Background: an optimization exercise with open tools, aiming at small area. Do not read the settings as production practice.
The RTL was checked by simulation tests, not by an equivalence proof against the original design.
Power and IR drop assume default switching activity.

==> willow: inputs <==
// i2c_controller
module i2c_controller #(
    parameter SCL_DIV = 60
)  (
    input clk_i,
    input reset_i,
    output sda_o,
    output scl_o,
    input sda_i,
    output [11:0] imem_addr_o,
    input [15:0] imem_data_i,
    output [11:0] read_tag_o,
    output [7:0] read_data_o,
    output read_data_valid_o,
    output nak_o,
    output nak_valid_o,
    output logic [5:0] trigger_o,
    input [5:0] trigger_i
);
clock: 10.0 ns
lec_check: 0
cap_margin: 20
core_margin: 2
core_utilization: 40
place_density: 0.6
slew_margin: 20
standard.sh (not shown) runs the stock make flow with config.mk's settings and CLKGATE_MAP_FILE= SYNTH_SCRIPT=/design/flow/synth_recipe.tcl, a recipe that flattens the netlist after the stock synthesis.
==> flow/flow/run.sh <==
#!/bin/bash
# Standard ORFS layout (the standard.sh and its synthesis script) with:
#  - ABC mapping for area (flow/synth.tcl wraps synth_recipe.tcl and swaps in
#    flow/abc_area.script), with adders left to ABC too (ADDER_MAP_FILE empty)
#    instead of being mapped to half/full adder cells; registers are untouched;
#  - port buffers made from the smallest buffer cell (buf_1); every input and
#    output port still gets its own buffer;
#  - a smaller clock tree: clkbuf_8 buffers, sink clusters of up to 20 flops,
#    no dummy loads.
# The full make output goes to standard_flow.log in the work folder.
set -euo pipefail
export FLOW_WORK="$PWD"
export FLOW_ABC_SCRIPT="$PWD/flow/abc_area.script"
export BUFFER_PORTS_ARGS="-buffer_cell sky130_fd_sc_hd__buf_1"
export CTS_ARGS="-sink_clustering_enable -repair_clock_nets -buf_list sky130_fd_sc_hd__clkbuf_8 -sink_clustering_size 20 -sink_clustering_max_diameter 60 -dont_use_dummy_load"
bash standard.sh "SYNTH_SCRIPT=$PWD/flow/synth.tcl" ADDER_MAP_FILE= finish > standard_flow.log 2>&1
==> flow/flow/abc_area.script <==
&get -n
&st
&dc2
&dc2
&dc2
&dch
&nf -R 1000
&put
==> flow/flow/synth.tcl <==
# The standard synthesis (synth_recipe.tcl in the work folder, run unchanged),
# with ABC's combinational mapping done by flow/abc_area.script (logic
# rewriting and choice computation, then area-recovering mapping) instead of
# ORFS's delay-oriented abc_speed.script. Flip-flops are mapped before ABC
# runs, so the registers, their names and cell types are those of the
# standard synthesis.
proc abc {args} {
  set i [lsearch $args -script]
  if {$i >= 0} {
    set args [lreplace $args [expr {$i + 1}] [expr {$i + 1}] $::env(FLOW_ABC_SCRIPT)]
  }
  yosys abc {*}$args
}
source $::env(FLOW_WORK)/synth_recipe.tcl
==> inputs of quartz, as changes to willow <==
--- a/flow/design.v
+++ b/flow/design.v
@@ -111,13 +111,12 @@
         end
         if (dec && (op == 4'b0100)) begin
             arg <= '0;
             zflag <= n_zero;
         end
         if (cstate == C_WAIT) arg[14:0] <= arg[14:0] + 15'd1;
-        if (xe_go) arg[15:8] <= arg[7:0];
         case (cstate)
             C_FETCH: cstate <= C_DECODE;
             C_DECODE: begin
                 case (op)
                     4'b0000: cstate <= C_XF;
                     4'b0001: if (ready) cstate <= C_FETCH;
@@ -134,15 +133,17 @@
             C_XF: cstate <= C_XE;
             C_XE: if (ready) cstate <= last ? C_FETCH : C_XF;
             C_CB: cstate <= C_FETCH;
             C_WAIT: if (wait_done) cstate <= C_FETCH;
             default: cstate <= C_FETCH;
         endcase
-        if (reset_i && !tx_ev) read_tag <= '0;
-        else if (set_tag && !reset_i) read_tag <= ir[11:0];
-        else if (read_data_valid_o) read_tag <= read_tag + 12'd1;
+        if (!tx_ev) begin
+            if (reset_i) read_tag <= '0;
+            else if (set_tag) read_tag <= ir[11:0];
+            else if (read_data_valid_o) read_tag <= read_tag + 12'd1;
+        end
         if (reset_i) begin
             pc <= '0;
             cstate <= C_FETCH;
             trigger_o <= '0;
             ir[12] <= 1'b0;
         end
@@ -156,13 +157,13 @@
                 if (ir[9:8] != 2'b11) fec <= ir[9:8];
                 rdack <= ~ir[11];
             end else begin
                 fec <= 2'b00;
                 rdack <= 1'b1;
             end
-            wr <= arg[15:8];
+            wr <= ir[13] ? arg[7:0] : arg[15:8];
             ph <= {3'b000, ph[1], 1'b1};
         end
         if (ph[4]) begin
             if (fell) begin
                 scl <= 1'b0;
                 if (ph[3]) sda <= ~(mode & rdack);
==> flow/flow/abc_area.script (replaced) <==
&get -n
&st
&dc2
&dch
&nf -R 1000
&put
==> inputs of xenon, as changes to willow <==
Settings changed: CAP_MARGIN 20 to 5, SLEW_MARGIN 20 to 5.
==> inputs of cedar, as changes to willow <==
--- a/flow/design.v
+++ b/flow/design.v
@@ -134,15 +134,17 @@
             C_XF: cstate <= C_XE;
             C_XE: if (ready) cstate <= last ? C_FETCH : C_XF;
             C_CB: cstate <= C_FETCH;
             C_WAIT: if (wait_done) cstate <= C_FETCH;
             default: cstate <= C_FETCH;
         endcase
-        if (reset_i && !tx_ev) read_tag <= '0;
-        else if (set_tag && !reset_i) read_tag <= ir[11:0];
-        else if (read_data_valid_o) read_tag <= read_tag + 12'd1;
+        if (!tx_ev) begin
+            if (reset_i) read_tag <= '0;
+            else if (set_tag) read_tag <= ir[11:0];
+            else if (read_data_valid_o) read_tag <= read_tag + 12'd1;
+        end
         if (reset_i) begin
             pc <= '0;
             cstate <= C_FETCH;
             trigger_o <= '0;
             ir[12] <= 1'b0;
         end
==> flow/flow/abc_area.script (replaced) <==
&get -n
&st
&dc2
&dch
&nf -R 1000
&put
==> comparison table <==
Data required time of the worst path: xenon 10.31 ns; willow 10.31 ns; quartz 10.30 ns; cedar 10.23 ns
Status: xenon no timing/DRC/antenna violations; willow no timing/DRC/antenna violations; quartz no timing/DRC/antenna violations; cedar no timing/DRC/antenna violations
Drt via density: xenon 5.808; willow 5.770; quartz 5.794; cedar 5.855
Floorplan core area: xenon 12670 sq um; willow 12670 sq um; quartz 13300 sq um; cedar 13240 sq um
Share of the core filled with cells: xenon 0.4603; willow 0.4610; quartz 0.4592; cedar 0.4586
Syn_area_per_cell: xenon 8.375 sq um; willow 8.375 sq um; quartz 8.580 sq um; cedar 8.600 sq um
Starting density of the core: xenon 0.4125; willow 0.4125; quartz 0.4111; cedar 0.4091
Share of power burned in registers: xenon 0.595; willow 0.595; quartz 0.590; cedar 0.594
Crit. path cell count: xenon 20; willow 20; quartz 15; cedar 15
Clock-cell share of area: xenon 0.02124; willow 0.02120; quartz 0.02029; cedar 0.02040
Post-layout instance area: xenon 5832 sq um; willow 5842 sq um; quartz 6105 sq um; cedar 6073 sq um
Share of the yosys chip area belonging to registers: xenon 0.4520; willow 0.4520; quartz 0.4524; cedar 0.4582
Post-layout power: xenon 0.0008945 W; willow 0.0008950 W; quartz 0.0009783 W; cedar 0.0009398 W

afterwards: timing with drivers on the ports:
How much do the figures lean on ideal ports? The routed layouts below were timed once more, with nothing changed but the port constraints.
Step 1 sets driving cells, clkbuf_16 on the clock port and buf_2 on the other inputs (assumed; they add their load-dependent delay and slew).
Step 2 moves the port delays by t, midway between the first and last clock arrival at a register: inputs arrive t later, outputs are due t later. That takes back most of the time a late clock gives input paths.
Slacks: ideal ports / drivers / drivers and shift; pairs: ideal ports / drivers.
| run | shift t [ns] | setup WS [ns] | worst setup path at the end | worst data-port slew with drivers (ns) | pins driven straight from the clock port |
|---|---|---|---|---|---|
| willow | 0.419 | 5.294 / 5.294 / 5.294 | register to register | 0.04 | 1 |
| quartz | 0.412 | 5.634 / 5.634 / 5.634 | register to register | 0.03 | 1 |
| xenon | 0.419 | 5.299 / 5.299 / 5.299 | register to register | 0.04 | 1 |
| cedar | 0.408 | 6.022 / 6.022 / 6.022 | register to register | 0.03 | 1 |
After both steps setup and hold are still met in every run listed.
